Background: an optimization exercise with open tools, aiming at small area and a short achievable clock period. Do not read the settings as production practice. Where RTL was checked, it was by simulation tests only, not by an equivalence proof against the original. Only the layout flow was run in run 1; the RTL was not checked for function there. No activity file was given, so power comes from the tool's default toggle rates.

### flow/run.sh
#!/bin/bash
# The standard layout (standard.sh), with buf_2 cells as the port buffers
# instead of the default delay buffers.
bash standard.sh "BUFFER_PORTS_ARGS=-buffer_cell sky130_fd_sc_hd__buf_2" finish > standard.log 2>&1
### standard.sh
#!/bin/bash
# synth_recipe.tcl (not shown) runs the flow's synth.tcl, then flattens the netlist and writes it again
# the make line also repeats each setting of config.mk as NAME=value (left out here)
make -C /OpenROAD-flow-scripts/flow DESIGN_CONFIG=/design/flow/config.mk WORK_HOME=/design/flow/orfs CLKGATE_MAP_FILE= SYNTH_SCRIPT=/design/flow/synth_recipe.tcl "${@:-finish}"
### config.mk
export PLATFORM = sky130hd
export DESIGN_NAME = MyComputer
export DESIGN_NICKNAME = MyComputer
export VERILOG_FILES = /design/flow/design.v
export SDC_FILE = /design/flow/constraint.sdc
export NUM_CORES = 4
export LEC_CHECK = 0
export ABC_AREA = 1
export CAP_MARGIN = 20
export CORE_MARGIN = 2
export CORE_UTILIZATION = 40
export CTS_BUF_LIST = sky130_fd_sc_hd__clkbuf_8
export CTS_CLUSTER_SIZE = 20
export PLACE_DENSITY = 0.6
export SLEW_MARGIN = 20
### constraint.sdc
create_clock -name core_clock -period 11.0 [get_ports {Clock}]
set_input_delay 2.2000 -clock core_clock [delete_from_list [all_inputs] [get_ports {Clock}]]
set_output_delay 2.2000 -clock core_clock [all_outputs]
set_load 0.01 [all_outputs]
### design.v
module DecTab(input [7:0] x, output [3:0] ones, output [3:0] tens,
	output ge10, output ge100);
	wire [7:0] z = {x[7], x[6:0] ^ {7{x[7]}}};
	wire [9:0] y;
	wire n0 = z[7];
	wire n1 = !z[7];
	wire n2 = z[0] ? n1 : n0;
	wire n3 = z[0] & n0;
	wire n4 = !z[0] | n1;
	wire n5 = z[1] ? n4 : n3;
	wire n6 = z[1] & n3;
	wire n7 = z[1] ? n3 : n4;
	wire n8 = z[2] ? n7 : n6;
	wire n9 = z[3] ? n8 : n5;
	wire n10 = !z[1] & n4;
	wire n11 = z[2] ? n5 : n10;
	wire n12 = z[2] ? n6 : n5;
	wire n13 = z[3] ? n12 : n11;
	wire n14 = z[4] ? n13 : n9;
	wire n15 = z[2] ? n10 : n7;
	wire n16 = z[3] ? n5 : n15;
	wire n17 = z[3] ? n11 : n8;
	wire n18 = z[4] ? n17 : n16;
	wire n19 = z[5] ? n18 : n14;
	wire n20 = z[3] ? n15 : n12;
	wire n21 = z[4] ? n9 : n20;
	wire n22 = z[4] ? n16 : n13;
	wire n23 = z[5] ? n22 : n21;
	wire n24 = z[6] ? n23 : n19;
	wire n25 = !z[1] | n4;
	wire n26 = z[2] ? n25 : n6;
	wire n27 = z[1] | n3;
	wire n28 = z[2] & n27;
	wire n29 = z[3] ? n28 : n26;
	wire n30 = z[2] ? n6 : n10;
	wire n31 = !z[2] & n25;
	wire n32 = z[3] ? n31 : n30;
	wire n33 = z[4] ? n32 : n29;
	wire n34 = z[2] ? n10 : n27;
	wire n35 = z[3] ? n26 : n34;
	wire n36 = z[3] ? n30 : n28;
	wire n37 = z[4] ? n36 : n35;
	wire n38 = z[5] ? n37 : n33;
	wire n39 = z[3] ? n34 : n31;
	wire n40 = z[4] ? n29 : n39;
	wire n41 = z[4] ? n35 : n32;
	wire n42 = z[5] ? n41 : n40;
	wire n43 = z[6] ? n42 : n38;
	wire n44 = z[2] & n6;
	wire n45 = !z[2] & n10;
	wire n46 = z[3] ? n45 : n44;
	wire n47 = !z[2] & n5;
	wire n48 = z[2] ? n10 : n6;
	wire n49 = z[3] ? n48 : n47;
	wire n50 = z[4] ? n49 : n46;
	wire n51 = z[2] & n5;
	wire n52 = z[3] ? n44 : n51;
	wire n53 = z[3] ? n47 : n45;
	wire n54 = z[4] ? n53 : n52;
	wire n55 = z[5] ? n54 : n50;
	wire n56 = z[3] ? n51 : n48;
	wire n57 = z[4] ? n46 : n56;
	wire n58 = z[4] ? n52 : n49;
	wire n59 = z[5] ? n58 : n57;
	wire n60 = z[6] ? n59 : n55;
	wire n61 = z[2] | n27;
	wire n62 = z[3] & n61;
	wire n63 = z[3] ? n28 : n31;
	wire n64 = z[4] ? n63 : n62;
	wire n65 = !z[2] | n25;
	wire n66 = !z[3] & n65;
	wire n67 = z[3] ? n31 : n61;
	wire n68 = z[4] ? n67 : n66;
	wire n69 = z[5] ? n68 : n64;
	wire n70 = z[3] ? n65 : n28;
	wire n71 = z[4] ? n62 : n70;
	wire n72 = z[4] ? n66 : n63;
	wire n73 = z[5] ? n72 : n71;
	wire n74 = z[6] ? n73 : n69;
	wire n75 = z[2] | n6;
	wire n76 = z[3] | n75;
	wire n77 = z[4] & n76;
	wire n78 = z[3] & n75;
	wire n79 = z[4] ? n78 : n66;
	wire n80 = z[5] ? n79 : n77;
	wire n81 = !z[3] | n65;
	wire n82 = !z[4] & n81;
	wire n83 = z[3] | n44;
	wire n84 = z[4] & n83;
	wire n85 = z[5] ? n84 : n82;
	wire n86 = z[6] ? n85 : n80;
	wire n87 = z[4] | n83;
	wire n88 = z[5] & n87;
	wire n89 = !z[5] & n82;
	wire n90 = z[6] ? n89 : n88;
	wire n91 = z[3] & n44;
	wire n92 = z[4] | n91;
	wire n93 = !z[3] & n31;
	wire n94 = !z[4] & n93;
	wire n95 = z[5] ? n94 : n92;
	wire n96 = z[6] & n95;
	wire n97 = z[4] | n62;
	wire n98 = z[5] | n97;
	wire n99 = z[6] | n98;
	wire n100 = z[4] | n76;
	wire n101 = z[5] & n100;
	wire n102 = z[6] & n101;
	assign y[0] = n2;
	assign y[1] = n24;
	assign y[2] = n43;
	assign y[3] = n60;
	assign y[4] = n74;
	assign y[5] = n86;
	assign y[6] = n90;
	assign y[7] = n96;
	assign y[8] = n99;
	assign y[9] = n102;
	assign ones = y[3:0];
	assign tens = y[7:4];
	assign ge10 = y[8];
	assign ge100 = y[9];
endmodule
module BcdSeg(input [3:0] d, output [6:0] segs);
	wire A = d[3], B = d[2], C = d[1], D = d[0];
	assign segs[0] = !(A | C | (B & D) | (!B & !D));
	assign segs[1] = !(!B | (!C & !D) | (C & D));
	assign segs[2] = !(B | !C | D);
	assign segs[3] = !((!B & !D) | (!B & C) | (C & !D) | (B & !C & D));
	assign segs[4] = !((!B & !D) | (C & !D));
	assign segs[5] = !(A | (!C & !D) | (B & !C) | (B & !D));
	assign segs[6] = !(A | (B & !C) | (!B & C) | (C & !D));
endmodule
module HexSeg(input [3:0] bin, output [6:0] segs);
	wire n0 = bin[0];
	wire n1 = !bin[1] & n0;
	wire n2 = !bin[0];
	wire n3 = !bin[1] & n2;
	wire n4 = bin[2] ? n3 : n1;
	wire n5 = bin[1] & n0;
	wire n6 = bin[2] ? n1 : n5;
	wire n7 = bin[3] ? n6 : n4;
	wire n8 = bin[1] ? n2 : n0;
	wire n9 = bin[2] & n8;
	wire n10 = bin[1] | n2;
	wire n11 = bin[2] ? n10 : n5;
	wire n12 = bin[3] ? n11 : n9;
	wire n13 = bin[1] & n2;
	wire n14 = !bin[2] & n13;
	wire n15 = bin[2] & n10;
	wire n16 = bin[3] ? n15 : n14;
	wire n17 = bin[1] ? n0 : n2;
	wire n18 = bin[2] ? n17 : n1;
	wire n19 = bin[2] ? n5 : n8;
	wire n20 = bin[3] ? n19 : n18;
	wire n21 = !bin[1] | n0;
	wire n22 = bin[2] ? n21 : n0;
	wire n23 = !bin[2] & n1;
	wire n24 = bin[3] ? n23 : n22;
	wire n25 = bin[1] | n0;
	wire n26 = bin[2] ? n5 : n25;
	wire n27 = bin[2] & n1;
	wire n28 = bin[3] ? n27 : n26;
	wire n29 = !bin[1];
	wire n30 = bin[2] ? n5 : n29;
	wire n31 = bin[2] & n3;
	wire n32 = bin[3] ? n31 : n30;
	assign segs[0] = n7;
	assign segs[1] = n12;
	assign segs[2] = n16;
	assign segs[3] = n20;
	assign segs[4] = n24;
	assign segs[5] = n28;
	assign segs[6] = n32;
endmodule
module Ctrl(input [6:0] ip, output [6:0] tgt,
	output g_ld0, g_ldsz, g4_set, g4_clr, g5_set, g5_clr,
	output g6_set, g6_clr, s0_we, s1_we, s2_we, s3_we,
	output d_we, f0_clr, f1_clr, f2_clr, f3_clr, f4_we,
	output f5_we, sz_clr, sz_shl, sz_shr, sz_one, sz5_set,
	output sz5_clr, s0_dinp, s0_s1, s0_sum, s0_mq, s1_s0,
	output s2_s1, f4_sum, f5_shr, c_f0, c_f1, c_f2,
	output c_f3, c_sz0, c_szeq1, c_sz1, c_sz2, c_sz3,
	output c_fz, c_go);
	assign g_ld0 = (!ip[6] & !ip[5] & !ip[3] & !ip[2] & !ip[1] & !ip[0]);
	assign g_ldsz = (ip[6] & ip[5] & ip[3] & ip[2] & ip[1] & ip[0]) | (ip[5] & ip[4] & ip[3] & !ip[2] & ip[1] & !ip[0]);
	assign g4_set = (!ip[6] & !ip[4] & ip[3] & !ip[2] & !ip[1] & !ip[0]);
	assign g4_clr = (ip[5] & !ip[4] & !ip[3] & ip[1] & ip[0]) | (ip[5] & !ip[3] & !ip[2] & ip[1] & ip[0]) | (ip[6] & !ip[5] & !ip[4] & ip[2] & !ip[1] & ip[0]) | (!ip[6] & !ip[5] & ip[4] & !ip[2] & ip[1] & !ip[0]);
	assign g5_set = (ip[5] & !ip[4] & !ip[3] & ip[1] & !ip[0]) | (ip[6] & !ip[5] & !ip[4] & ip[2] & !ip[1] & !ip[0]);
	assign g5_clr = (!ip[5] & ip[4] & ip[3] & !ip[2] & ip[1] & ip[0]) | (!ip[6] & ip[5] & !ip[4] & ip[3] & ip[0]) | (ip[6] & !ip[5] & !ip[3] & ip[2] & !ip[0]) | (!ip[6] & ip[5] & ip[4] & !ip[3] & !ip[1] & !ip[0]);
	assign g6_set = (!ip[6] & ip[5] & ip[3] & ip[2] & ip[1] & ip[0]);
	assign g6_clr = (!ip[6] & ip[5] & ip[3] & ip[2] & !ip[1] & !ip[0]);
	assign s0_we = (ip[6] & !ip[3] & ip[2] & !ip[1] & !ip[0]) | (ip[6] & ip[4] & ip[2] & ip[1] & ip[0]) | (ip[6] & !ip[5] & !ip[4] & !ip[2] & !ip[1] & ip[0]) | (ip[5] & ip[4] & !ip[3] & ip[2] & !ip[1] & ip[0]) | (!ip[6] & !ip[5] & ip[4] & !ip[3] & ip[1] & ip[0]);
	assign s1_we = (ip[4] & !ip[3] & ip[2] & ip[1] & !ip[0]) | (ip[6] & ip[5] & ip[3] & !ip[2] & !ip[1] & ip[0]) | (ip[6] & !ip[5] & !ip[4] & ip[3] & ip[2] & ip[1] & !ip[0]);
	assign s2_we = (ip[6] & ip[5] & !ip[4] & !ip[2] & ip[1] & !ip[0]) | (!ip[6] & ip[5] & !ip[3] & ip[2] & ip[1] & ip[0]) | (!ip[6] & !ip[5] & ip[4] & !ip[3] & !ip[1] & ip[0]) | (!ip[5] & !ip[4] & ip[3] & ip[2] & ip[1] & ip[0]);
	assign s3_we = (!ip[5] & ip[4] & !ip[3] & ip[2] & !ip[1] & !ip[0]);
	assign d_we = (ip[6] & ip[5] & !ip[4] & !ip[2] & !ip[1] & !ip[0]) | (!ip[6] & ip[5] & ip[3] & ip[2] & !ip[1] & ip[0]) | (ip[6] & !ip[5] & !ip[4] & !ip[2] & ip[1] & !ip[0]) | (!ip[6] & !ip[5] & ip[3] & !ip[2] & !ip[1] & !ip[0]);
	assign f0_clr = (!ip[6] & !ip[4] & ip[3] & ip[2] & ip[0]);
	assign f1_clr = (!ip[6] & !ip[5] & !ip[4] & ip[3] & !ip[1] & !ip[0]);
	assign f2_clr = (!ip[6] & !ip[4] & ip[3] & ip[1] & ip[0]);
	assign f3_clr = (!ip[6] & !ip[5] & !ip[4] & ip[3] & !ip[2] & !ip[0]);
	assign f4_we = (ip[6] & !ip[3] & ip[2] & !ip[1] & !ip[0]) | (ip[6] & !ip[5] & !ip[4] & !ip[2] & !ip[1] & ip[0]);
	assign f5_we = (!ip[6] & !ip[5] & ip[4] & ip[3] & ip[2] & ip[0]) | (ip[5] & !ip[4] & !ip[2] & ip[1] & ip[0]) | (ip[6] & !ip[5] & ip[4] & !ip[3] & !ip[1] & !ip[0]) | (!ip[6] & ip[5] & ip[4] & !ip[2] & !ip[1] & !ip[0]);
	assign sz_clr = (!ip[6] & !ip[4] & !ip[3] & ip[2] & !ip[1] & ip[0]);
	assign sz_shl = (!ip[6] & !ip[5] & ip[4] & ip[3] & ip[2] & !ip[1] & ip[0]);
	assign sz_shr = (ip[5] & !ip[4] & !ip[2] & ip[1] & ip[0]) | (ip[6] & !ip[5] & ip[4] & !ip[3] & !ip[1] & !ip[0]) | (!ip[6] & !ip[5] & ip[3] & ip[2] & ip[1] & ip[0]) | (!ip[6] & ip[5] & ip[4] & !ip[2] & !ip[1] & !ip[0]);
	assign sz_one = (!ip[6] & ip[5] & !ip[4] & !ip[3] & !ip[0]);
	assign sz5_set = (ip[6] & ip[5] & ip[3] & ip[2] & !ip[1] & ip[0]) | (ip[6] & !ip[5] & !ip[3] & !ip[2] & ip[1] & !ip[0]);
	assign sz5_clr = (ip[6] & ip[5] & ip[4] & ip[0]) | (!ip[6] & !ip[4] & !ip[3] & ip[2] & !ip[1] & ip[0]);
	assign s0_dinp = (!ip[5] & !ip[3]);
	assign s0_s1 = (!ip[6] & ip[5]);
	assign s0_sum = (!ip[2]);
	assign s0_mq = (!ip[0]);
	assign s1_s0 = (!ip[5] & !ip[3]);
	assign s2_s1 = (!ip[1]);
	assign f4_sum = (ip[0]);
	assign f5_shr = (!ip[2]) | (ip[1]);
	assign c_f0 = (!ip[6] & !ip[4] & ip[3] & ip[2] & ip[0]);
	assign c_f1 = (!ip[6] & !ip[4] & ip[3] & ip[2] & !ip[0]);
	assign c_f2 = (!ip[6] & !ip[4] & ip[3] & ip[1] & ip[0]);
	assign c_f3 = (!ip[6] & !ip[4] & ip[3] & ip[1] & !ip[0]);
	assign c_sz0 = (ip[5] & !ip[3] & !ip[2] & ip[1] & !ip[0]) | (!ip[6] & ip[3] & ip[2] & ip[1] & !ip[0]) | (ip[6] & !ip[5] & !ip[4] & !ip[3] & ip[0]) | (ip[6] & ip[4] & ip[3] & !ip[2] & !ip[0]) | (!ip[6] & !ip[5] & ip[4] & ip[3] & ip[2] & !ip[0]);
	assign c_szeq1 = (!ip[5] & !ip[4] & ip[3] & !ip[2] & !ip[1] & !ip[0]);
	assign c_sz1 = (ip[6] & ip[4] & ip[3] & !ip[1] & !ip[0]);
	assign c_sz2 = (ip[6] & ip[4] & ip[2] & !ip[1] & ip[0]);
	assign c_sz3 = (ip[6] & ip[4] & ip[2] & ip[1] & !ip[0]) | (!ip[6] & !ip[5] & ip[3] & !ip[2] & !ip[1] & ip[0]);
	assign c_fz = (ip[5] & !ip[4] & !ip[3] & !ip[1] & ip[0]) | (ip[6] & !ip[5] & !ip[3] & !ip[1] & ip[0]) | (ip[6] & ip[5] & ip[3] & ip[2] & !ip[1] & !ip[0]) | (ip[6] & !ip[5] & !ip[4] & !ip[2] & ip[1] & ip[0]);
	assign c_go = (ip[5] & !ip[4] & !ip[3] & !ip[2] & ip[0]) | (!ip[6] & !ip[5] & ip[3] & ip[2] & ip[1] & !ip[0]) | (!ip[6] & ip[5] & !ip[4] & ip[1]) | (ip[6] & ip[5] & ip[4] & ip[1]) | (ip[6] & !ip[5] & !ip[4] & !ip[3] & !ip[1]) | (ip[6] & !ip[3] & !ip[2] & ip[1] & ip[0]) | (!ip[6] & !ip[4] & ip[2] & ip[1] & ip[0]);
	assign tgt[0] = (ip[4] & !ip[3] & !ip[1]) | (!ip[6] & ip[4] & !ip[1] & !ip[0]);
	assign tgt[1] = (ip[6] & !ip[2]) | (!ip[6] & ip[2]) | (!ip[6] & ip[5]) | (ip[1] & ip[0]) | (ip[5] & ip[3]);
	assign tgt[2] = (!ip[5] & ip[4] & ip[2]) | (ip[2] & !ip[1] & !ip[0]) | (ip[6] & !ip[2] & ip[1] & ip[0]) | (!ip[6] & !ip[3] & !ip[1]) | (!ip[6] & !ip[5] & !ip[2] & !ip[0]);
	assign tgt[3] = (ip[5]) | (ip[6] & !ip[4]) | (!ip[6] & ip[4]) | (!ip[3] & ip[1]) | (!ip[4] & ip[2] & ip[1]) | (!ip[6] & !ip[1] & ip[0]) | (ip[6] & !ip[2] & !ip[0]);
	assign tgt[4] = (!ip[6] & !ip[5] & !ip[4] & !ip[2]) | (ip[4] & !ip[3] & !ip[1]) | (!ip[6] & ip[4] & !ip[1] & !ip[0]) | (!ip[6] & ip[3] & ip[2] & ip[0]);
	assign tgt[5] = (ip[6] & ip[2] & !ip[1]) | (!ip[6] & !ip[2] & ip[0]) | (!ip[5] & ip[4] & ip[2] & ip[1]) | (ip[4] & ip[1] & ip[0]);
	assign tgt[6] = (ip[6] & ip[2] & !ip[1]) | (!ip[6] & !ip[4] & !ip[1]) | (ip[6] & !ip[5] & !ip[2] & ip[0]) | (!ip[5] & ip[4] & ip[2] & ip[1]);
endmodule
module MyComputer(
	input Clock,
	output [9:0] LEDR,
	input [9:0] SW,
	input [3:0] KEY,
	output [6:0] HEX0,
	output [6:0] HEX1,
	output [6:0] HEX2,
	output [6:0] HEX3,
	output [6:0] HEX4,
	output [6:0] HEX5
);
	reg rs1, rs2, rst;
	reg [4:0] dcnt;
	wire dtog = (dcnt == 5'd29);
	wire rst_n = dtog ? !rst : rst;      
	always @(posedge Clock) begin
		rs1 <= SW[9];
		rs2 <= rs1;
		dcnt <= ((rst == rs2) | dtog) ? 5'd0 : dcnt + 5'd1;
		rst <= rst_n;
	end
	reg ts1;
	reg [3:0] k1, k2, k3;
	always @(posedge Clock) begin
		ts1 <= SW[8];
		k1 <= {KEY[3], ~KEY[2:0]};
		k2 <= k1;
		k3 <= k2;
	end
	wire [3:0] pb = k3 & ~k2;
	reg [7:0] pdat, dinp;
	always @(posedge Clock)
		if (k1[3] & ~KEY[3]) pdat <= SW[7:0];
	reg [7:0] cnt;
	reg go, ngo;
	wire cwrap = (cnt == 8'h68);
	wire go_n = !rst_n && ((!rst && cwrap) || ts1);
	always @(posedge Clock) begin
		cnt <= rst ? 8'h02 : cwrap ? 8'h01 : {cnt[6:0], cnt[7] ^ cnt[5] ^ cnt[4] ^ cnt[3]};
		go <= go_n;
		ngo <= !go_n;
	end
	reg [6:0] ip;
	reg [7:0] s0, s1, s2, s3;    
	reg [3:0] sz;                
	reg sz5;                     
	reg [5:0] gout;              
	reg enA, enB, enC, enD, enE_n;  
	reg [5:0] flag;
	wire [6:0] tgt;
	wire g_ld0, g_ldsz, g4_set, g4_clr, g5_set, g5_clr, g6_set, g6_clr;
	wire s0_we, s1_we, s2_we, s3_we, d_we;
	wire f0_clr, f1_clr, f2_clr, f3_clr, f4_we, f5_we;
	wire sz_clr, sz_shl, sz_shr, sz_one, sz5_set, sz5_clr;
	wire s0_dinp, s0_s1, s0_sum, s0_mq, s1_s0, s2_s1, f4_sum, f5_shr;
	wire c_f0, c_f1, c_f2, c_f3, c_sz0, c_szeq1, c_sz1, c_sz2, c_sz3, c_fz, c_go;
	Ctrl ctl(.ip(ip), .tgt(tgt),
		.g_ld0(g_ld0), .g_ldsz(g_ldsz), .g4_set(g4_set), .g4_clr(g4_clr),
		.g5_set(g5_set), .g5_clr(g5_clr), .g6_set(g6_set), .g6_clr(g6_clr),
		.s0_we(s0_we), .s1_we(s1_we), .s2_we(s2_we), .s3_we(s3_we), .d_we(d_we),
		.f0_clr(f0_clr), .f1_clr(f1_clr), .f2_clr(f2_clr), .f3_clr(f3_clr),
		.f4_we(f4_we), .f5_we(f5_we),
		.sz_clr(sz_clr), .sz_shl(sz_shl), .sz_shr(sz_shr), .sz_one(sz_one),
		.sz5_set(sz5_set), .sz5_clr(sz5_clr),
		.s0_dinp(s0_dinp), .s0_s1(s0_s1), .s0_sum(s0_sum), .s0_mq(s0_mq),
		.s1_s0(s1_s0), .s2_s1(s2_s1), .f4_sum(f4_sum), .f5_shr(f5_shr),
		.c_f0(c_f0), .c_f1(c_f1), .c_f2(c_f2), .c_f3(c_f3), .c_sz0(c_sz0),
		.c_szeq1(c_szeq1), .c_sz1(c_sz1), .c_sz2(c_sz2), .c_sz3(c_sz3),
		.c_fz(c_fz), .c_go(c_go));
	wire sz0 = (sz == 4'd0);
	wire fz = (flag == 6'd0);
	wire taken = c_go | (c_f0 & flag[0]) | (c_f1 & flag[1]) | (c_f2 & flag[2]) |
		(c_f3 & flag[3]) | (c_sz0 & sz0) | (c_szeq1 & (sz == 4'd1)) |
		(c_sz1 & sz[1]) | (c_sz2 & sz[2]) | (c_sz3 & sz[3]) | (c_fz & fz);
	wire [6:0] nip = taken ? tgt : ip + 7'd1;
	reg [8:0] ma;
	reg [7:0] mq;
	reg [3:0] mc;
	reg mrst, mlast, povr;
	wire mdone = mc[3] & mc[0];
	wire msub = mlast & mq[0];
	wire [8:0] aa = mc[3] ? {s1[7], s1} : ma;
	wire [8:0] ab = ({s0[7], s0} ^ {9{msub}}) & {9{mc[3] | mq[0]}};
	wire [8:0] msum;
	Add9 add(.a(aa), .b(ab), .cin(msub), .s(msum));
	always @(posedge Clock) begin
		mrst <= !ngo & (s0_we | s1_we);
		mlast <= !mrst && (mc == 4'd6);
		if (mrst) begin
			ma <= 9'd0;
			mq <= s1;
			mc <= 4'd0;
		end else if (!mdone) begin
			if (mc[3]) begin
				ma <= msum;
				povr <= !((&{ma[7:0], mq[7]}) | ~(|{ma[7:0], mq[7]}));
			end else begin
				ma <= {msum[8], msum[8:1]};
				mq <= {msum[0], mq[7:1]};
			end
			mc <= mc + 4'd1;
		end
	end
	wire sum_ov = ma[8] ^ ma[7];
	reg [6:0] so_n, st_n;  
	reg h2one, h2neg;      
	reg h3neg;             
	wire neg = s0[7];
	wire [3:0] ones, tens;
	wire ge10, ge100;
	wire [6:0] sgo, sgt;
	DecTab dec(.x(s0), .ones(ones), .tens(tens), .ge10(ge10), .ge100(ge100));
	BcdSeg sg0(.d(ones), .segs(sgo));
	BcdSeg sg1(.d(tens), .segs(sgt));
	always @(posedge Clock) begin
		if (!ngo) begin
			ip <= nip;
			if (s0_we) s0 <= ({8{s0_dinp}} & dinp) | ({8{s0_s1}} & s1) |
				({8{s0_sum}} & ma[7:0]) | ({8{s0_mq}} & mq);
			if (s1_we) s1 <= s1_s0 ? s0 : s2;
			if (s2_we) s2 <= s2_s1 ? s1 : s3;
			if (s3_we) s3 <= s2;
			if (d_we) begin
				so_n <= ~sgo;
				st_n <= ge10 ? ~sgt : neg ? 7'h40 : 7'h00;
				h2one <= ge100;
				h2neg <= neg && ge10 && !ge100;
				h3neg <= neg && ge100;
			end
			if (g_ld0 | g_ldsz) gout[3:0] <= g_ldsz ? sz : 4'd0;
			if (g_ld0 | g_ldsz | g4_clr | g4_set) gout[4] <= g4_set;
			if (g_ld0 | g_ldsz | g5_clr | g5_set) gout[5] <= g5_set | (g_ldsz & sz5);
			if (f0_clr) flag[0] <= 1'b0;
			if (f1_clr) flag[1] <= 1'b0;
			if (f2_clr) flag[2] <= 1'b0;
			if (f3_clr) flag[3] <= 1'b0;
			if (f4_we) flag[4] <= f4_sum ? sum_ov : povr;
			if (f5_we) flag[5] <= f5_shr & sz[0];
			if (sz_clr) sz <= 4'd0;
			if (sz_shl) sz <= {sz[2:0], 1'b0};
			if (sz_shr) sz <= {1'b0, sz[3:1]};
			if (sz_one) sz <= 4'd1;
			if (sz5_clr) sz5 <= 1'b0;
			if (sz5_set) sz5 <= 1'b1;
		end
		if (rst) begin
			ip <= 7'd0;
			flag <= 6'd0;
		end else begin
			if (pb[0]) flag[0] <= 1'b1;
			if (pb[1]) flag[1] <= 1'b1;
			if (pb[2]) flag[2] <= 1'b1;
			if (pb[3]) begin flag[3] <= 1'b1; dinp <= pdat; end
		end
	end
	wire set_m = !ngo & (g6_set | g_ldsz);
	wire clr_m = !ngo & (g6_clr | g_ld0);
	wire set_x = !ngo & (ip == 7'd58 || ip == 7'd63 || ip == 7'd111);
	wire clr_x = !ngo & (ip == 7'd0 || ip == 7'd60);
	always @(posedge Clock) begin
		enA <= set_m | (enA & !clr_m);
		enB <= set_x | (enB & !clr_x);
		enC <= set_x | (enC & !clr_m);
		enD <= set_m | (enD & !clr_x);
		enE_n <= clr_m | (enE_n & !set_m);
	end
	reg [6:0] hx4, hx5;
	wire [6:0] hx4_n, hx5_n;
	HexSeg sg4(.bin(ip[3:0]), .segs(hx4_n));
	HexSeg sg5(.bin({1'b0, ip[6:4]}), .segs(hx5_n));
	always @(posedge Clock) begin
		hx4 <= hx4_n;
		hx5 <= hx5_n;
	end
	assign LEDR = {flag[5], flag[4], flag[3], go, gout};
	assign HEX0 = {~(so_n[6:4] & {3{enB}}), ~(so_n[3:0] & {4{enA}})};
	assign HEX1 = {~(st_n[6:4] & {3{enD}}), ~(st_n[3:0] & {4{enC}})};
	assign HEX2 = {!(!enE_n && h2neg), 3'b111, !(!enE_n && h2one), !(!enE_n && h2one), 1'b1};
	assign HEX3 = {!(enB && h3neg), 6'h3f};
	assign HEX4 = hx4;
	assign HEX5 = hx5;
endmodule
module Add9(input [8:0] a, input [8:0] b, input cin, output [8:0] s);
	wire [8:0] p = a ^ b;
	wire [8:0] g0 = a & b;
	wire [8:0] G0 = {g0[8:1], g0[0] | (p[0] & cin)};
	wire [8:0] P0 = {p[8:1], 1'b0};
	wire [8:0] G1, P1;
	wire [8:0] G2, P2, G3, P3, G4;
	genvar i;
	generate
		for (i = 0; i < 9; i = i + 1) begin : pf
			if (i % 2 == 1) begin : l1c
				assign G1[i] = G0[i] | (P0[i] & G0[i-1]);
				assign P1[i] = P0[i] & P0[i-1];
			end else begin : l1p
				assign G1[i] = G0[i];
				assign P1[i] = P0[i];
			end
			if ((i / 2) % 2 == 1) begin : l2c
				assign G2[i] = G1[i] | (P1[i] & G1[(i/4)*4+1]);
				assign P2[i] = P1[i] & P1[(i/4)*4+1];
			end else begin : l2p
				assign G2[i] = G1[i];
				assign P2[i] = P1[i];
			end
			if ((i / 4) % 2 == 1) begin : l3c
				assign G3[i] = G2[i] | (P2[i] & G2[(i/8)*8+3]);
				assign P3[i] = P2[i] & P2[(i/8)*8+3];
			end else begin : l3p
				assign G3[i] = G2[i];
				assign P3[i] = P2[i];
			end
			if (i == 8) begin : l4c
				assign G4[i] = G3[i] | (P3[i] & G3[7]);
			end else begin : l4p
				assign G4[i] = G3[i];
			end
		end
	endgenerate
	assign s = p ^ {G4[7:0], cin};
endmodule
==> flow_metrics.env, run 1 <==
export IMPL_status="timing/DRC/antenna clean"
export IMPL_clock_sinks=163
export IMPL_core_mm2=0.02176
export IMPL_path_cells="nand2_1 -> buf_2"
export IMPL_fillCellCount=2175
export IMPL_htreeDepth=4
export IMPL_ys_ff_latch=163
export IMPL_yosysSeqAreaShare_pct=46.59
export IMPL_hold_viol=0
export IMPL_powerDensity_mw_per_mm2=330.7
export IMPL_grt_pass1_vias=6766
export IMPL_skew_ns=0.01147
export IMPL_syn_to_final_growth_pct=9.493
export IMPL_synthCells=1119
export IMPL_antennaDiodeCount=0
export IMPL_via_count=7458
export IMPL_drtAntennaViolNets=0
export IMPL_relSlewSlack_pct=35.91
export IMPL_ys_types=54
export IMPL_grt_use_total_pct=18.61
export IMPL_setup_ws_ns=7.658
export IMPL_start_util_pct=40.59
export IMPL_synth_edff_count=85
export IMPL_drc=0
export IMPL_clk_path_buf_depth=2
export IMPL_nets=1206
export IMPL_grt_pass1_wl_um=35170
export IMPL_drt_total_wl_um=21500
export IMPL_cts_buffers=17
export IMPL_fin_crit_ns=3.342
export IMPL_setup_violations=0
export IMPL_hold_path_class="flip-flop to flip-flop"
export IMPL_dieHeight_um=152.6
export IMPL_num_rows=54
export IMPL_drt_iter0_drc=843
export IMPL_cts_setup_buffers=0
export IMPL_power_leakage_nw=4.421
export IMPL_root_buffer="clkbuf_8"
export IMPL_multi_input_area_mm2=0.003961
export IMPL_grt_overflow=0
export IMPL_critPathRequiredTime_ns=8.80
export IMPL_slew_violations=0
export IMPL_die_area_mm2=0.02328
export IMPL_io_pins=67
export IMPL_hpwl_um=15540
export IMPL_wl_met1_um=10270
export IMPL_cp_end_kind="primary output"
export IMPL_clkTransAtPathRegs_ns=0.10
export IMPL_wl_met3_um=1668
export IMPL_place_ws_ns=7.855
export IMPL_wl_met2_um=9122
export IMPL_max_stage_delay_ns=0.45
export IMPL_synth_top_area_share_pct=28.90
export IMPL_synth_commonest_cells="nand2_1 (324), inv_1 (124), nor2_1 (92)"
export IMPL_wl_per_cell_um=14.80
export IMPL_tritoncts="built"
export IMPL_path_max_fanout=5
export IMPL_ctsResizeCount=0
export IMPL_die_x_um=152.6
export IMPL_fin_crit_sh_pct=30.39
export IMPL_grt_max_degree=32
export IMPL_top_layer="met4"
export IMPL_crit_type="flip-flop to primary output"
export IMPL_regArea_mm2=0.004114
export IMPL_rsz0062_at_grt="false"
export IMPL_synth_flop_cell="edfxtp_1"
export IMPL_async_flop_share_pct=0
export IMPL_synth_most_common_cell="nand2_1"
export IMPL_arrival_ns=1.14
export IMPL_tns_ns=0
export IMPL_ir_worst_vdd_uv=100.7
export IMPL_worst_r2r_cell_count=7
export IMPL_hold_slack_ns=0.3351
export IMPL_yosysWarnings=1
export IMPL_worst_pin_slew_ns=0.9601
export IMPL_drive_gt1_share_pct=10.67
export IMPL_port_buffers=56
export IMPL_cap_violations=0
export IMPL_dr_pass1_iters=8
export IMPL_start_kind="flip-flop"
export IMPL_via_per_inst=5.136
export IMPL_cp_slowest_cell="dfxtp_1"
export IMPL_synthesis_area_mm2=0.008831
export IMPL_hold_depth=0
export IMPL_clock_fmax_mhz=299.2
export IMPL_finish_utilization_pct=44.44
export IMPL_avgSynthCellArea_um2=7.892
export IMPL_synth_area_leaders="edfxtp_1 (29%), dfxtp_1 (18%), nand2_1 (14%)"
export IMPL_antenna_found_initial=0
export IMPL_postCtsHoldBufs=0
export IMPL_yosys_area_top_type="edfxtp_1"
export IMPL_insertion_delay_ns=0.47
export IMPL_gp_congestion=0.9135
-- flip-flops by register name (all words and copies together), names as in the netlist, 8 cells and up --
name and flops:
mq 8, s0 8, pdat 8, s1 8, s2 8, dinp 8, ma 9, s3 8
cnt 8
-- worst paths after layout --
path / from / end / slack [ns]
max reg2reg: ip[2] / s0[4] / 7.79
min reg2reg: rs1 / rs2 / 0.34
min: rs1 / rs2 / 0.34
max: enA / HEX0[0] / 7.66
-- worst max-delay path: cells and delay by family (launching register included) --
kind                   cells  cell delay [ns]
buffers and inverters      1             0.14
and+or+nand+nor            1             0.08
DFF                        1             0.45
-- through the flow --
step                      instances  power [mW]  instance area (µm²)
after global placement         1420       2.752                 9273
after floorplan                1128       2.325                 8865
after detailed placement       1420       2.757                 9273
after global routing           1452       3.494                 9669
final                          1452       3.198                 9669
after CTS                      1452       3.191                 9669
-- layout by cell type, fill, tap and decap left out, drive strengths merged --
master and n:
buf 65, clkinv 10, a221oi 1, o21ai 72, o311ai 3, o221ai 1, a31oi 5, fa 4
ha 28, nand3 81, dfxtp 78, o2111ai 1, a2111oi 1, nor2 96, nor3 23, o31ai 3
a22oi 7, nand2 330, or2 3, a21oi 51, xor2 14, clkbuf 17, o211ai 5, and3 1
edfxtp 85, a32oi 1, inv 137, clkinvlp 1, nor4 5, a41oi 2, nand4 15, nand3b 1
conb 10, o22ai 6, a211o 1, or3 1, xnor2 5, o21bai 2
-- area by class of cell --
| cell class | instances | share of cell area [%] |
|---|---|---|
| sequential | 163 | 42.55 |
| multi-input combinational | 779 | 40.97 |
| inverter | 133 | 5.163 |
| tap | 280 | 3.623 |
| timing repair buffer | 65 | 3.597 |
| clock buffer | 17 | 2.420 |
| clock inverter | 15 | 1.682 |
-- kinds of logic after synthesis --
logic type | count (synthesis) | share of synthesized area, %
compound gates | 162 | 10.33
flops | 163 | 46.59
fa+ha+maj | 32 | 4.874
buf+inv | 186 | 8.940
other cells | 1 | 0.04246
xor+xnor | 19 | 2.479
simple gates | 556 | 26.75
-- report_power, final --
group / total (mW) / leakage, nW / switching [mW] / internal (mW)
registers: 1.03 / 1.44 / 0.158 / 0.874
clock network: 0.428 / 0.198 / 0.257 / 0.171
logic: 1.74 / 2.78 / 1.16 / 0.575
total: 3.20 / 4.42 / 1.58 / 1.62
-- layer usage --
layer | GRT usage (%) | vias up
met5 | 0 | -
met4 | 4.718 | 0
met3 | 3.896 | 43
met2 | 28.06 | 317
met1 | 27.28 | 3346
li1 | - | 3752
==> inputs of run 2 (changes only) <==
--- a/design.v
+++ b/design.v
@@ -174,12 +174,14 @@
 endmodule
 module Ctrl(input [6:0] ip, output [6:0] tgt,
-	output g_ld0, g_ldsz, g4_set, g4_clr, g5_set, g5_clr,
-	output g6_set, g6_clr, s0_we, s1_we, s2_we, s3_we,
-	output d_we, f0_clr, f1_clr, f2_clr, f3_clr, f4_we,
-	output f5_we, sz_clr, sz_shl, sz_shr, sz_one, sz5_set,
-	output sz5_clr, s0_dinp, s0_s1, s0_sum, s0_mq, s1_s0,
-	output s2_s1, f4_sum, f5_shr, c_f0, c_f1, c_f2,
-	output c_f3, c_sz0, c_szeq1, c_sz1, c_sz2, c_sz3,
-	output c_fz, c_go);
+	output h_set, h_clr, g_ld0, g_ldsz, g4_set, g4_clr,
+	output g5_set, g5_clr, g6_set, g6_clr, s0_we, s1_we,
+	output s2_we, s3_we, d_we, f0_clr, f1_clr, f2_clr,
+	output f3_clr, f4_we, f5_we, sz_clr, sz_shl, sz_shr,
+	output sz_one, sz5_set, sz5_clr, s0_dinp, s0_s1, s0_sum,
+	output s0_mq, s1_s0, s2_s1, f4_sum, f5_shr, c_f0,
+	output c_f1, c_f2, c_f3, c_sz0, c_szeq1, c_sz1,
+	output c_sz2, c_sz3, c_fz, c_go);
+	assign h_set = (ip[5] & ip[3] & ip[2] & ip[1] & ip[0]);
+	assign h_clr = (!ip[6] & !ip[5] & !ip[3] & !ip[2] & !ip[1] & !ip[0]) | (!ip[6] & ip[5] & ip[3] & ip[2] & !ip[1] & !ip[0]);
 	assign g_ld0 = (!ip[6] & !ip[5] & !ip[3] & !ip[2] & !ip[1] & !ip[0]);
 	assign g_ldsz = (ip[6] & ip[5] & ip[3] & ip[2] & ip[1] & ip[0]) | (ip[5] & ip[4] & ip[3] & !ip[2] & ip[1] & !ip[0]);
@@ -282,7 +284,7 @@
 	reg sz5;                     
 	reg [5:0] gout;              
-	reg enA, enB, enC, enD, enE_n;  
 	reg [5:0] flag;
 	wire [6:0] tgt;
+	wire h_set, h_clr;
 	wire g_ld0, g_ldsz, g4_set, g4_clr, g5_set, g5_clr, g6_set, g6_clr;
 	wire s0_we, s1_we, s2_we, s3_we, d_we;
@@ -291,5 +293,5 @@
 	wire s0_dinp, s0_s1, s0_sum, s0_mq, s1_s0, s2_s1, f4_sum, f5_shr;
 	wire c_f0, c_f1, c_f2, c_f3, c_sz0, c_szeq1, c_sz1, c_sz2, c_sz3, c_fz, c_go;
-	Ctrl ctl(.ip(ip), .tgt(tgt),
+	Ctrl ctl(.ip(ip), .tgt(tgt), .h_set(h_set), .h_clr(h_clr),
 		.g_ld0(g_ld0), .g_ldsz(g_ldsz), .g4_set(g4_set), .g4_clr(g4_clr),
 		.g5_set(g5_set), .g5_clr(g5_clr), .g6_set(g6_set), .g6_clr(g6_clr),
@@ -339,7 +341,7 @@
 	end
 	wire sum_ov = ma[8] ^ ma[7];
-	reg [6:0] so_n, st_n;  
-	reg h2one, h2neg;      
-	reg h3neg;             
+	reg dval;                  
+	reg [6:0] h0, h1;          
+	reg h2m, h2o, h3m;         
 	wire neg = s0[7];
 	wire [3:0] ones, tens;
@@ -349,4 +351,5 @@
 	BcdSeg sg0(.d(ones), .segs(sgo));
 	BcdSeg sg1(.d(tens), .segs(sgt));
+	wire h_ld = h_clr | h_set | (d_we & dval);    
 	always @(posedge Clock) begin
 		if (!ngo) begin
@@ -357,11 +360,12 @@
 			if (s2_we) s2 <= s2_s1 ? s1 : s3;
 			if (s3_we) s3 <= s2;
-			if (d_we) begin
-				so_n <= ~sgo;
-				st_n <= ge10 ? ~sgt : neg ? 7'h40 : 7'h00;
-				h2one <= ge100;
-				h2neg <= neg && ge10 && !ge100;
-				h3neg <= neg && ge100;
+			if (h_ld) begin
+				h0 <= sgo | {7{h_clr}};
+				h1 <= (ge10 ? sgt : neg ? 7'h3f : 7'h7f) | {7{h_clr}};
+				h2m <= !(neg && ge10 && !ge100) | h_clr;
+				h2o <= !ge100 | h_clr;
+				h3m <= !(neg && ge100) | h_clr;
 			end
+			if (g_ld0 | g6_clr | g6_set | g_ldsz) dval <= g6_set | g_ldsz;
 			if (g_ld0 | g_ldsz) gout[3:0] <= g_ldsz ? sz : 4'd0;
 			if (g_ld0 | g_ldsz | g4_clr | g4_set) gout[4] <= g4_set;
@@ -390,15 +394,4 @@
 		end
 	end
-	wire set_m = !ngo & (g6_set | g_ldsz);
-	wire clr_m = !ngo & (g6_clr | g_ld0);
-	wire set_x = !ngo & (ip == 7'd58 || ip == 7'd63 || ip == 7'd111);
-	wire clr_x = !ngo & (ip == 7'd0 || ip == 7'd60);
-	always @(posedge Clock) begin
-		enA <= set_m | (enA & !clr_m);
-		enB <= set_x | (enB & !clr_x);
-		enC <= set_x | (enC & !clr_m);
-		enD <= set_m | (enD & !clr_x);
-		enE_n <= clr_m | (enE_n & !set_m);
-	end
 	reg [6:0] hx4, hx5;
 	wire [6:0] hx4_n, hx5_n;
@@ -410,8 +403,8 @@
 	end
 	assign LEDR = {flag[5], flag[4], flag[3], go, gout};
-	assign HEX0 = {~(so_n[6:4] & {3{enB}}), ~(so_n[3:0] & {4{enA}})};
-	assign HEX1 = {~(st_n[6:4] & {3{enD}}), ~(st_n[3:0] & {4{enC}})};
-	assign HEX2 = {!(!enE_n && h2neg), 3'b111, !(!enE_n && h2one), !(!enE_n && h2one), 1'b1};
-	assign HEX3 = {!(enB && h3neg), 6'h3f};
+	assign HEX0 = h0;
+	assign HEX1 = h1;
+	assign HEX2 = {h2m, 3'b111, h2o, h2o, 1'b1};
+	assign HEX3 = {h3m, 6'h3f};
 	assign HEX4 = hx4;
 	assign HEX5 = hx5;
==> run 2 against run 1 <==
- still clean on timing, DRC and antenna
- synthesized cell count shrank 3.2%
- first-iteration DRC count shrank 31%
- total power increased by 0.85%
- cell count shrank 3.2%
- synthesized area fell by 1.2%
- sequential power about the same
- worst hold slack got worse by 0.0020 ns
- global-route usage up 1.2 points
==> flow_metrics.env, run 2 <==
export IMPL_combPwrFrac_pct=54.7
export IMPL_p_int_mw=1.649
export IMPL_die_x_um=151.7
export IMPL_worst_pin_slew_ns=0.9652
export IMPL_finish_utilization_pct=44.00
export IMPL_io_pins=67
export IMPL_finalInstanceArea_mm2=0.009514
export IMPL_power_leakage_nw=4.220
export IMPL_drt_iter0_drc=578
export IMPL_power_switching_mw=1.576
export IMPL_drive_gt1_share_pct=11.72
export IMPL_drc=0
export IMPL_synth_top_area_share_pct=29.61
export IMPL_avgSynthCellArea_um2=8.054
export IMPL_clockPowerShare_pct=14.4
export IMPL_cp_end_kind="flip-flop"
export IMPL_total_power_mw=3.225
export IMPL_hpwl_um=16450
export IMPL_core_mm2=0.02162
export IMPL_synth_commonest_cells="nand2_1 (265), inv_1 (124), nor2_1 (90)"
export IMPL_tns_ns=0
export IMPL_final_cell_mix="nand2_1 (265), inv_1 (126), nor2_1 (90), edfxtp_1 (86), nand3_1 (82)"
export IMPL_drt_total_wl_um=22080
export IMPL_clkTransAtPathRegs_ns=0.08
export IMPL_cts_buffers=17
export IMPL_ys_ff_latch=159
export IMPL_via_count=7308
export IMPL_async_flop_share_pct=0
export IMPL_grt_pass1_vias=6811
export IMPL_start_util_pct=40.34
export IMPL_gp_congestion=0.9444
export IMPL_num_rows=54
export IMPL_antenna_found_initial=0
export IMPL_grt_max_degree=37
export IMPL_grt_use_total_pct=19.77
export IMPL_synth_area_leaders="edfxtp_1 (30%), dfxtp_1 (17%), nand2_1 (11%)"
export IMPL_largest_register_ffs=9
export IMPL_via_per_inst=5.198
export IMPL_rsz0062_at_grt="false"
export IMPL_clock_sinks=159
export IMPL_fillCellCount=2234
export IMPL_yosysSeqAreaShare_pct=46.36
export IMPL_synth_most_common_cell="nand2_1"
export IMPL_layout_commonest_cell="nand2_1"
export IMPL_start_kind="flip-flop"
export IMPL_fin_crit_ns=3.311
export IMPL_clk_path_buf_depth=2
export IMPL_relSlewSlack_pct=35.45
export IMPL_wl_per_cell_um=15.70
export IMPL_synthCells=1083
export IMPL_synth_edff_count=86
export IMPL_dpl_instance_area_mm2=0.009096
export IMPL_setup_violations=0
export IMPL_grt_pass1_wl_um=35490
export IMPL_critPathRequiredTime_ns=11.07
export IMPL_dieHeight_um=151.7
export IMPL_pwr_share_seq_pct=30.9
export IMPL_antennaDiodeCount=0
export IMPL_powerDensity_mw_per_mm2=338.9
export IMPL_tritoncts="built"
export IMPL_arrival_ns=3.38
export IMPL_die_area_mm2=0.02300
export IMPL_grt_overflow=0
export IMPL_synthesis_area_mm2=0.008722
export IMPL_hold_viol=0
export IMPL_dr_pass1_iters=6
export IMPL_syn_to_final_growth_pct=9.080
export IMPL_ys_types=53
export IMPL_skew_ns=0.01300
export IMPL_hold_path_class="flip-flop to flip-flop"
export IMPL_path_max_fanout=17
export IMPL_yosysWarnings=1
export IMPL_drtAntennaViolNets=0
export IMPL_crit_type="flip-flop to flip-flop"
export IMPL_status="timing/DRC/antenna clean"
export IMPL_clock_fmax_mhz=302.0
export IMPL_swShare_pct=48.86
export IMPL_nets=1160
export IMPL_fin_crit_sh_pct=30.10
export IMPL_htreeDepth=4
export IMPL_top_register="ma"
export IMPL_slew_violations=0
export IMPL_ir_worst_vdd_uv=115.6
export IMPL_insertion_delay_ns=0.45
export IMPL_synth_flop_cell="edfxtp_1"
export IMPL_cts_setup_buffers=0
export IMPL_root_buffer="clkbuf_8"
export IMPL_ctsResizeCount=0
export IMPL_postCtsHoldBufs=0
export IMPL_yosys_area_top_type="edfxtp_1"
export IMPL_cap_violations=0
export IMPL_port_buffers=56
## run 2: cell count changes in the layout (fill, tap and decap cells not counted), moves of 5 or more
cell,delta
a21oi_1,-8
o211ai_1,+7
nand2_1,-59
dfxtp_1,-5
o21ai_0,+9
nand4_1,-6
## run 2: cell type report
| type | instances | area [µm²] | area share, % |
|---|---|---|---|
| multi-input combinational | 740 | 3881 | 40.79 |
| tap | 280 | 350.3 | 3.682 |
| sequential | 159 | 4044 | 42.50 |
| clock buffer | 17 | 234.0 | 2.459 |
| timing repair buffer | 61 | 317.8 | 3.340 |
| inverter | 134 | 503.0 | 5.287 |
| clock inverter | 15 | 183.9 | 1.933 |
## run 2: critical path, stage by stage, from the launching register on
cell and delay [ns]:
dfxtp_1 0.72, nand2_1 0.33, inv_1 0.28, nand3_1 0.15
o21ai_0 0.35, inv_1 0.26, a31oi_2 0.85
## run 2: power groups by stage
stage          logic [mW]  registers (mW)  clock network, mW
2_1_floorplan        1.35           0.943                  0
3_3_place_gp         1.75            1.01                  0
3_5_place_dp         1.74            1.01                  0
4_1_cts              1.75           0.997              0.473
5_1_grt              2.01            1.02              0.499
6_report             1.76           0.998              0.463
## run 2: worst paths after layout
path / start / slack [ns] / cells past startpoint / end
worst min register to register: k1[0] / 0.33 / 0 / k2[0]
worst max register to register: ip[3] / 7.69 / 6 / h0[4]
worst min-delay path: k1[0] / 0.33 / 0 / k2[0]
worst max-delay path: ip[3] / 7.69 / 6 / h0[4]
## run 2: through the flow
stage | hold WS, ns | setup slack [ns] | instances
3_5_place_dp | 0.3153 | 7.668 | 1374
4_1_cts | 0.3368 | 7.652 | 1406
2_1_floorplan | 0.3096 | 8.048 | 1092
6_report | 0.3331 | 7.689 | 1406
5_1_grt | 0.3429 | 7.395 | 1406
3_3_place_gp | 0.3113 | 7.692 | 1374
## run 2: routing by layer
layer  wire [µm]  global-route usage (%)
met2        9734                   30.11
met1       10360                   28.46
met5           0                       0
met3        1639                   3.862
met4         345                   5.926
## run 2: kinds of logic (layout without fill, tap and decap cells)
family / count (synthesis) / after routing / share of synthesized area, %
compound gates: 181 / 181 / 12.04
xor+xnor: 21 / 21 / 2.668
fa+ha+maj: 32 / 32 / 4.935
buf+inv: 193 / 227 / 9.597
flops: 159 / 159 / 46.36
other cells: 1 / 10 / 0.04299
simple gates: 496 / 496 / 24.36
==> inputs of run 3 (changes only) <==
==> flow/run.sh (replaced) <==
#!/bin/bash
# The standard layout (standard.sh), with buf_2 cells as the port buffers
# instead of the default delay buffers, and timing repair aimed below the
# clock period (repair_timing's setup margin).
bash standard.sh "BUFFER_PORTS_ARGS=-buffer_cell sky130_fd_sc_hd__buf_2" SETUP_SLACK_MARGIN=7.9 finish > standard.log 2>&1
==> run 3 against run 2 <==
- combinational power is 3% higher
- total power is 1.7% higher
- still clean on timing, DRC and antenna
- first-iteration DRC count is 3.8% lower
- largest cell class unchanged
- cell area is 2.4% higher
==> flow_metrics.env, run 3 <==
export IMPL_via_count=7386
export IMPL_nets=1174
export IMPL_fillCellCount=2216
export IMPL_cp_slowest_cell="edfxtp_1"
export IMPL_io_pins=67
export IMPL_insertion_delay_ns=0.45
export IMPL_drc=0
export IMPL_hold_viol=0
export IMPL_multi_input_area_mm2=0.003904
export IMPL_yosysWarnings=1
export IMPL_ys_ff_latch=159
export IMPL_hpwl_um=16450
export IMPL_ys_types=53
export IMPL_critPathBufInv=1
export IMPL_synth_area_leaders="edfxtp_1 (30%), dfxtp_1 (17%), nand2_1 (11%)"
export IMPL_dieHeight_um=151.7
export IMPL_wl_per_cell_um=15.70
export IMPL_die_x_um=151.7
export IMPL_fin_crit_ns=3.182
export IMPL_num_rows=54
export IMPL_total_power_mw=3.281
export IMPL_tritoncts="built"
export IMPL_avgSynthCellArea_um2=8.054
export IMPL_synth_flop_cell="edfxtp_1"
export IMPL_max_stage_delay_ns=0.39
export IMPL_crit_family="flip-flops"
export IMPL_ff2ff_setup_slack_ns=8.10
export IMPL_antenna_found_initial=0
export IMPL_worst_pin_slew_ns=0.9832
export IMPL_reg2reg_from="mq[0]"
export IMPL_grt_max_degree=37
export IMPL_fin_crit_sh_pct=28.93
export IMPL_drtAntennaViolNets=0
export IMPL_arrival_ns=0.98
export IMPL_dr_pass1_iters=5
export IMPL_critPathRequiredTime_ns=8.80
export IMPL_die_area_mm2=0.02300
export IMPL_synth_edff_count=86
export IMPL_path_depth=1
export IMPL_setup_violations=0
export IMPL_core_mm2=0.02162
export IMPL_postCtsHoldBufs=0
export IMPL_layout_commonest_cell="nand2_1"
export IMPL_tns_ns=0
export IMPL_gp_congestion=0.9444
export IMPL_endpoint="HEX0[3]"
export IMPL_finish_utilization_pct=45.06
export IMPL_root_buffer="clkbuf_8"
export IMPL_start_kind="flip-flop"
export IMPL_yosysSeqAreaShare_pct=46.36
export IMPL_clk_path_buf_depth=2
export IMPL_cap_violations=0
export IMPL_clkTransAtPathRegs_ns=0.09
export IMPL_grt_overflow=0
export IMPL_drt_total_wl_um=22290
export IMPL_ir_worst_vdd_uv=118.1
export IMPL_grt_pass1_vias=6837
export IMPL_cp_end_kind="primary output"
export IMPL_rsz0062_at_grt="true"
export IMPL_path_max_fanout=1
export IMPL_regArea_mm2=0.004060
export IMPL_largest_register_ffs=9
export IMPL_skew_ns=0.009242
export IMPL_relSlewSlack_pct=34.36
export IMPL_synth_most_common_cell="nand2_1"
export IMPL_antennaDiodeCount=0
export IMPL_slew_violations=0
export IMPL_via_per_inst=5.201
export IMPL_setup_ws_ns=7.818
export IMPL_synth_commonest_cells="nand2_1 (265), inv_1 (124), nor2_1 (90)"
export IMPL_grt_pass1_wl_um=35680
export IMPL_crit_type="flip-flop to primary output"
export IMPL_synth_top_area_share_pct=29.61
export IMPL_startpoint="h0[3]"
export IMPL_clock_fmax_mhz=314.2
export IMPL_worst_r2r_cell_count=12
export IMPL_clock_sinks=159
export IMPL_synthesis_area_mm2=0.008722
export IMPL_cts_buffers=17
export IMPL_drive_gt1_share_pct=14.30
export IMPL_power_leakage_nw=4.314
export IMPL_hold_path_class="flip-flop to flip-flop"
export IMPL_yosys_area_top_type="edfxtp_1"
export IMPL_powerDensity_mw_per_mm2=336.7
export IMPL_path_cells="buf_2"
export IMPL_start_util_pct=40.34
export IMPL_async_flop_share_pct=0
export IMPL_htreeDepth=4
export IMPL_syn_to_final_growth_pct=11.71
export IMPL_worstReg2RegEnd="ma[4]"
export IMPL_synthCells=1083
export IMPL_final_cell_mix="nand2_1 (265), inv_1 (126), nor2_1 (89), edfxtp_1 (86), nand3_1 (82)"
export IMPL_port_buffers=56
export IMPL_status="timing/DRC/antenna clean"
export IMPL_place_ws_ns=7.668
export IMPL_top_register="ma"
export IMPL_grt_use_total_pct=19.91
export IMPL_drt_iter0_drc=556
export IMPL_hold_slack_ns=0.3333
run 3: kinds of logic (layout without fill, tap and decap cells):
| group | count (synthesis) | after routing | share of synthesized area, % |
|---|---|---|---|
| XOR/XNOR | 21 | 21 | 2.668 |
| other | 1 | 10 | 0.04299 |
| flip-flops | 159 | 159 | 46.36 |
| AO/OA/AOI/OAI | 181 | 181 | 12.04 |
| buffers and inverters | 193 | 241 | 9.597 |
| adder cells (fa/ha/maj) | 32 | 32 | 4.935 |
| AND/OR/NAND/NOR | 496 | 496 | 24.36 |
run 3: final cells by class:
cell class	instances	area share [%]
Sequential cell	159	41.67
Multi-Input combinational cell	740	40.07
Inverter	134	5.201
Timing Repair Buffer	75	5.175
Tap cell	280	3.596
Clock buffer	17	2.401
Clock inverter	15	1.888
run 3: power by group:
group	internal [mW]	switching (mW)	total (mW)
logic	0.611	1.21	1.82
registers	0.851	0.143	0.994
clock network	0.229	0.235	0.464
total	1.69	1.59	3.28
run 3: worst min path at each step:
stage,start,to,slack [ns],cells after the start
after floorplan,k1[0],k2[0],0.31,0
after global placement,rs1,rs2,0.31,0
after detailed placement,k1[0],k2[0],0.32,0
after CTS,k1[0],k2[0],0.34,0
after global routing,k1[2],k2[2],0.34,0
final,k1[0],k2[0],0.33,0
run 3: through the flow:
step / cells / area [µm²]
finish: 1420 / 9743
global route: 1420 / 9743
CTS: 1409 / 9597
detailed placement: 1374 / 9096
global placement: 1374 / 9096
floorplan: 1092 / 8756
run 3: repair_timing:
item                       in CTS  in global routing
pin swaps                       0                  1
setup endpoints to repair      74                 90
gates resized for setup        15                 14
cloned                          0                  0
setup buffers                   3                 11
run 3: routing by layer:
metal	routed length, µm	global-route usage [%]
met1	10510	28.59
met2	9899	30.29
met3	1538	4.102
met4	339	5.833
met5	0	0
==> inputs of run 4 (changes only) <==
==> flow/run.sh (replaced) <==
#!/bin/bash
# The standard layout (standard.sh), with buf_2 cells as the port buffers
# instead of the default delay buffers, and timing repair aimed below the
# clock period (repair_timing's setup margin).
bash standard.sh "BUFFER_PORTS_ARGS=-buffer_cell sky130_fd_sc_hd__buf_2" SETUP_SLACK_MARGIN=7.8 finish > standard.log 2>&1
==> run 4 against run 3 <==
- total power decreased by 0.97%
- die area unchanged
- cell area decreased by 1.4%
==> flow_metrics.env, run 4 <==
export IMPL_avgSynthCellArea_um2=8.054
export IMPL_synth_flop_cell="edfxtp_1"
export IMPL_synth_area_leaders="edfxtp_1 (30%), dfxtp_1 (17%), nand2_1 (11%)"
export IMPL_synthCells=1083
export IMPL_worst_pin_slew_ns=0.9769
export IMPL_combPwrFrac_pct=55.3
export IMPL_final_cell_mix="nand2_1 (265), inv_1 (126), nor2_1 (89), edfxtp_1 (86), nand3_1 (82)"
export IMPL_multi_input_area_mm2=0.003896
export IMPL_max_stage_delay_ns=0.39
export IMPL_async_flop_share_pct=0
export IMPL_fin_crit_sh_pct=28.94
export IMPL_clkTransAtPathRegs_ns=0.09
export IMPL_clk_path_buf_depth=2
export IMPL_layout_commonest_cell="nand2_1"
export IMPL_grt_pass1_vias=6816
export IMPL_gp_congestion=0.9444
export IMPL_worst_r2r_cell_count=13
export IMPL_clockPowerShare_pct=14.2
export IMPL_cp_slowest_cell="edfxtp_1"
export IMPL_skew_ns=0.01217
export IMPL_whs_endpoint="k2[0]"
export IMPL_via_count=7320
export IMPL_reg2reg_from="mq[0]"
export IMPL_relSlewSlack_pct=34.78
export IMPL_place_ws_ns=7.668
export IMPL_hold_depth=0
export IMPL_path_cells="buf_2"
export IMPL_dieHeight_um=151.7
export IMPL_fin_crit_ns=3.184
export IMPL_fillCellCount=2225
export IMPL_arrival_ns=0.98
export IMPL_worstHoldStart="k1[0]"
export IMPL_slew_violations=0
export IMPL_tns_ns=0
export IMPL_cts_buffers=17
export IMPL_start_util_pct=40.34
export IMPL_clock_sinks=159
export IMPL_root_buffer="clkbuf_8"
export IMPL_status="timing/DRC/antenna clean"
export IMPL_drt_iter0_drc=557
export IMPL_worstReg2RegEnd="ma[4]"
export IMPL_start_kind="flip-flop"
export IMPL_top_register="ma"
export IMPL_num_rows=54
export IMPL_path_max_fanout=1
export IMPL_via_per_inst=5.180
export IMPL_wl_per_cell_um=15.64
export IMPL_largest_register_ffs=9
export IMPL_rsz0062_at_grt="true"
export IMPL_insertion_delay_ns=0.45
export IMPL_hold_viol=0
export IMPL_path_depth=1
export IMPL_synthesis_area_mm2=0.008722
export IMPL_synth_edff_count=86
export IMPL_hold_path_class="flip-flop to flip-flop"
export IMPL_swShare_pct=48.69
export IMPL_grt_max_degree=37
export IMPL_drt_total_wl_um=22090
export IMPL_tritoncts="built"
export IMPL_io_pins=67
export IMPL_ir_worst_vdd_uv=115.3
export IMPL_dr_pass1_iters=5
export IMPL_p_int_mw=1.667
export IMPL_yosysWarnings=1
export IMPL_drc=0
export IMPL_postCtsHoldBufs=0
export IMPL_antennaDiodeCount=0
export IMPL_synth_most_common_cell="nand2_1"
export IMPL_pwr_share_seq_pct=30.5
export IMPL_core_mm2=0.02162
export IMPL_drive_gt1_share_pct=12.89
export IMPL_synth_top_area_share_pct=29.61
export IMPL_setup_violations=0
export IMPL_ff2ff_setup_slack_ns=8.04
export IMPL_finish_utilization_pct=44.45
export IMPL_crit_type="flip-flop to primary output"
export IMPL_port_buffers=56
export IMPL_ys_types=53
export IMPL_antenna_found_initial=0
export IMPL_grt_overflow=0
export IMPL_critPathRequiredTime_ns=8.80
export IMPL_critPathBufInv=1
export IMPL_ys_ff_latch=159
export IMPL_grt_pass1_wl_um=35560
export IMPL_cp_end_kind="primary output"
export IMPL_power_leakage_nw=4.259
export IMPL_grt_use_total_pct=19.82
export IMPL_nets=1167
export IMPL_cap_violations=0
export IMPL_drtAntennaViolNets=0
export IMPL_power_switching_mw=1.582
export IMPL_hpwl_um=16450
export IMPL_powerDensity_mw_per_mm2=338.0
export IMPL_yosys_area_top_type="edfxtp_1"
export IMPL_synth_commonest_cells="nand2_1 (265), inv_1 (124), nor2_1 (90)"
export IMPL_crit_family="flip-flops"
export IMPL_htreeDepth=4
export IMPL_die_area_mm2=0.02300
export IMPL_regArea_mm2=0.004054
export IMPL_syn_to_final_growth_pct=10.19
export IMPL_die_x_um=151.7
export IMPL_yosysSeqAreaShare_pct=46.36
export IMPL_setup_ws_ns=7.816
export IMPL_clock_fmax_mhz=314.1
[run 4: power groups by stage]
stage | Clock [mW] | Combinational, mW | Sequential (mW)
CTS | 0.473 | 1.75 | 0.999
global placement | 0 | 1.75 | 1.01
global route | 0.499 | 2.04 | 1.01
finish | 0.463 | 1.80 | 0.991
detailed placement | 0 | 1.74 | 1.01
floorplan | 0 | 1.35 | 0.943
[run 4: cells by family (layout without fill, tap and decap cells)]
logic type                 Yosys count  in the layout  share of synthesized area [%]
buffers and inverters              193            234                          9.597
AOI/OAI and AO/OA                  181            181                          12.04
adders and majority gates           32             32                          4.935
DFF                                159            159                          46.36
xor gates and xnor gates            21             21                          2.668
and+or+nand+nor                    496            496                          24.36
other                                1             10                        0.04299
[run 4: cell type report]
class	instances	share of cell area, %
clock buffers	17	2.435
well taps	280	3.645
repair buffers	68	4.010
multi-input cells	740	40.54
flip-flops and latches	159	42.18
inverters	134	5.273
clock inverters	15	1.914
[run 4: how the worst max path moves through the flow]
stage	startpoint	endpoint	slack [ns]
final	h2m	HEX2[6]	7.82
after global routing	h2o	HEX2[2]	7.75
after CTS	h2m	HEX2[6]	7.79
after detailed placement	ip[3]	h1[6]	7.67
after global placement	ip[3]	h1[0]	7.69
after floorplan	KEY[3]	pdat[0]	8.05
[run 4: timing repair]
| action | in CTS | in global routing |
|---|---|---|
| setup buffers | 0 | 7 |
| resized for setup | 6 | 5 |
| pin swaps | 0 | 1 |
| setup endpoints to repair | 39 | 55 |
[run 4: stage by stage]
| step | hold slack (ns) | instance area, µm² | power, mW | instances |
|---|---|---|---|---|
| 5_1_grt | 0.3429 | 9610 | 3.552 | 1413 |
| 2_1_floorplan | 0.3096 | 8756 | 2.289 | 1092 |
| 4_1_cts | 0.3368 | 9533 | 3.226 | 1406 |
| 3_5_place_dp | 0.3153 | 9096 | 2.752 | 1374 |
| 3_3_place_gp | 0.3113 | 9096 | 2.757 | 1374 |
| 6_report | 0.3332 | 9610 | 3.249 | 1413 |
[run 4: routing by layer]
| metal | GRT usage, % | vias to the layer above | wire (µm) |
|---|---|---|---|
| li1 | - | 3639 | - |
| met1 | 28.47 | 3369 | 10370 |
| met2 | 30.11 | 288 | 9769 |
| met3 | 4.042 | 24 | 1601 |
| met4 | 5.926 | 0 | 352 |
| met5 | 0 | - | 0 |
==> inputs of run 5 (changes only) <==
--- a/config.mk
+++ b/config.mk
@@ -10,5 +10,5 @@
 export CORE_MARGIN = 2
 export CORE_UTILIZATION = 40
-export CTS_BUF_LIST = sky130_fd_sc_hd__clkbuf_8
+export CTS_BUF_LIST = sky130_fd_sc_hd__clkbuf_8 sky130_fd_sc_hd__clkbuf_16
 export CTS_CLUSTER_SIZE = 20
 export PLACE_DENSITY = 0.6
==> run 5 against run 4 <==
- worst setup slack improved by 0.028 ns
- still clean
- via count up 0.59%
- fmax rose by 0.89%
- sequential share of layout area decreased by 0.83 points
- largest cell class unchanged
- critical path type unchanged
==> flow_metrics.env, run 5 <==
export IMPL_nets=1168
export IMPL_grt_max_degree=37
export IMPL_yosysSeqAreaShare_pct=46.36
export IMPL_grt_overflow=0
export IMPL_wl_per_cell_um=15.80
export IMPL_finish_utilization_pct=45.29
export IMPL_hold_path_class="flip-flop to flip-flop"
export IMPL_setup_ws_ns=7.845
export IMPL_place_ws_ns=7.668
export IMPL_max_stage_delay_ns=0.38
export IMPL_synthCells=1083
export IMPL_cts_buffers=17
export IMPL_met1_usage_pct=28.80
export IMPL_crit_family="flip-flops"
export IMPL_synth_xor_area_share_pct=2.668
export IMPL_synthAdderAreaFrac_pct=4.935
export IMPL_synth_top_area_share_pct=29.61
export IMPL_drt_total_wl_um=22340
export IMPL_synth_compound_area_share_pct=12.04
export IMPL_path_cells="buf_2"
export IMPL_grt_pass1_wl_um=35800
export IMPL_path_max_fanout=1
export IMPL_setup_violations=0
export IMPL_synthSimpleGateAreaFrac_pct=24.36
export IMPL_hold_depth=0
export IMPL_skew_ns=0.01126
export IMPL_synth_most_common_cell="nand2_1"
export IMPL_ys_ff_latch=159
export IMPL_synth_commonest_cells="nand2_1 (265), inv_1 (124), nor2_1 (90)"
export IMPL_critPathBufInv=1
export IMPL_synth_edff_count=86
export IMPL_core_mm2=0.02162
export IMPL_fin_crit_sh_pct=28.69
export IMPL_grt_pass1_vias=6815
export IMPL_yosys_area_top_type="edfxtp_1"
export IMPL_tns_ns=0
export IMPL_ir_worst_vdd_uv=128.0
export IMPL_ys_types=53
export IMPL_whs_endpoint="k2[0]"
export IMPL_worstHoldStart="k1[0]"
export IMPL_start_util_pct=40.34
export IMPL_root_buffer="clkbuf_16"
export IMPL_reg2reg_from="mq[0]"
export IMPL_drive_gt1_share_pct=12.96
export IMPL_cp_end_kind="primary output"
export IMPL_power_leakage_nw=4.345
export IMPL_via_per_inst=5.207
export IMPL_synthesis_area_mm2=0.008722
export IMPL_fillCellCount=2202
export IMPL_synth_flop_cell="edfxtp_1"
export IMPL_slew_violations=0
export IMPL_synth_top_family_by_area="simple AND/OR/NAND/NOR gates"
export IMPL_num_rows=54
export IMPL_worstReg2RegEnd="ma[4]"
export IMPL_die_x_um=151.7
export IMPL_gp_congestion=0.9444
export IMPL_dieHeight_um=151.7
export IMPL_largest_register_ffs=9
export IMPL_antennaDiodeCount=0
export IMPL_top_register="ma"
export IMPL_dr_pass1_iters=6
export IMPL_io_pins=67
export IMPL_drc=0
export IMPL_start_kind="flip-flop"
export IMPL_clkTransAtPathRegs_ns=0.07
export IMPL_rsz0062_at_grt="false"
export IMPL_layout_commonest_cell="nand2_1"
export IMPL_status="timing/DRC/antenna clean"
export IMPL_critPathRequiredTime_ns=8.80
export IMPL_grt_use_total_pct=20.00
export IMPL_ff2ff_setup_slack_ns=8.04
-- run 5: through the flow --
stage               hold WS, ns  instance area (µm²)  std cells
finish                   0.3292                 9792       1414
global route             0.3349                 9792       1414
CTS                      0.3313                 9713       1406
detailed placement       0.3153                 9096       1374
global placement         0.3113                 9096       1374
floorplan                0.3096                 8756       1092
-- run 5: timing repair --
action	4_1_cts	5_1_grt
endpoints found under the hold margin	0	0
buffers inserted	0	8
setup endpoints to repair	28	33
gates cloned	0	0
pin swaps	0	1
gates resized for setup	5	3
-- run 5: cells by family (layout without fill, tap and decap cells) --
logic type                 Yosys count  after routing
and+or+nand+nor                    496            496
buffers and inverters              193            235
AOI/OAI and AO/OA                  181            181
DFF                                159            159
adders and majority gates           32             32
xor gates and xnor gates            21             21
other                                1             10
-- run 5: final cells by class --
cell class	instances	area [µm²]	area share (%)
Clock buffer	19	475.5	4.856
Timing Repair Buffer	69	390.4	3.987
Clock inverter	13	123.9	1.265
Multi-Input combinational cell	740	3896	39.79
Tap cell	280	350.3	3.578
Sequential cell	159	4049	41.35
Inverter	134	506.7	5.175
-- run 5: how the worst max path moves through the flow --
stage	endpoint	cells after the start	slack, ns	startpoint
6_report	HEX2[6]	1	7.84	h2m
5_1_grt	HEX2[2]	1	7.80	h2o
4_1_cts	LEDR[9]	1	7.81	flag[5]
3_5_place_dp	h1[6]	6	7.67	ip[3]
3_3_place_gp	h1[0]	6	7.69	ip[3]
2_1_floorplan	pdat[0]	1	8.05	KEY[3]
-- run 5: where the power goes --
part           switching (mW)  total [mW]  internal [mW]
clock network           0.257       0.601          0.343
registers               0.141       0.991          0.850
logic                    1.21        1.80          0.589
-- run 5: per-layer routing --
| metal | part of all wire, % | up-vias |
|---|---|---|
| li1 | - | 3642 |
| met3 | 6.6 | 34 |
| met1 | 48 | 3404 |
| met4 | 1.8 | 0 |
| met2 | 44 | 283 |
| met5 | 0 | - |

Check on run 5: ideal ports give 7.845 ns setup slack; a clkbuf_16 on the clock port and buf_2 on the inputs give 7.799 ns; moving port delays by the midpoint clock arrival (0.468 ns) as well gives 7.872 ns.
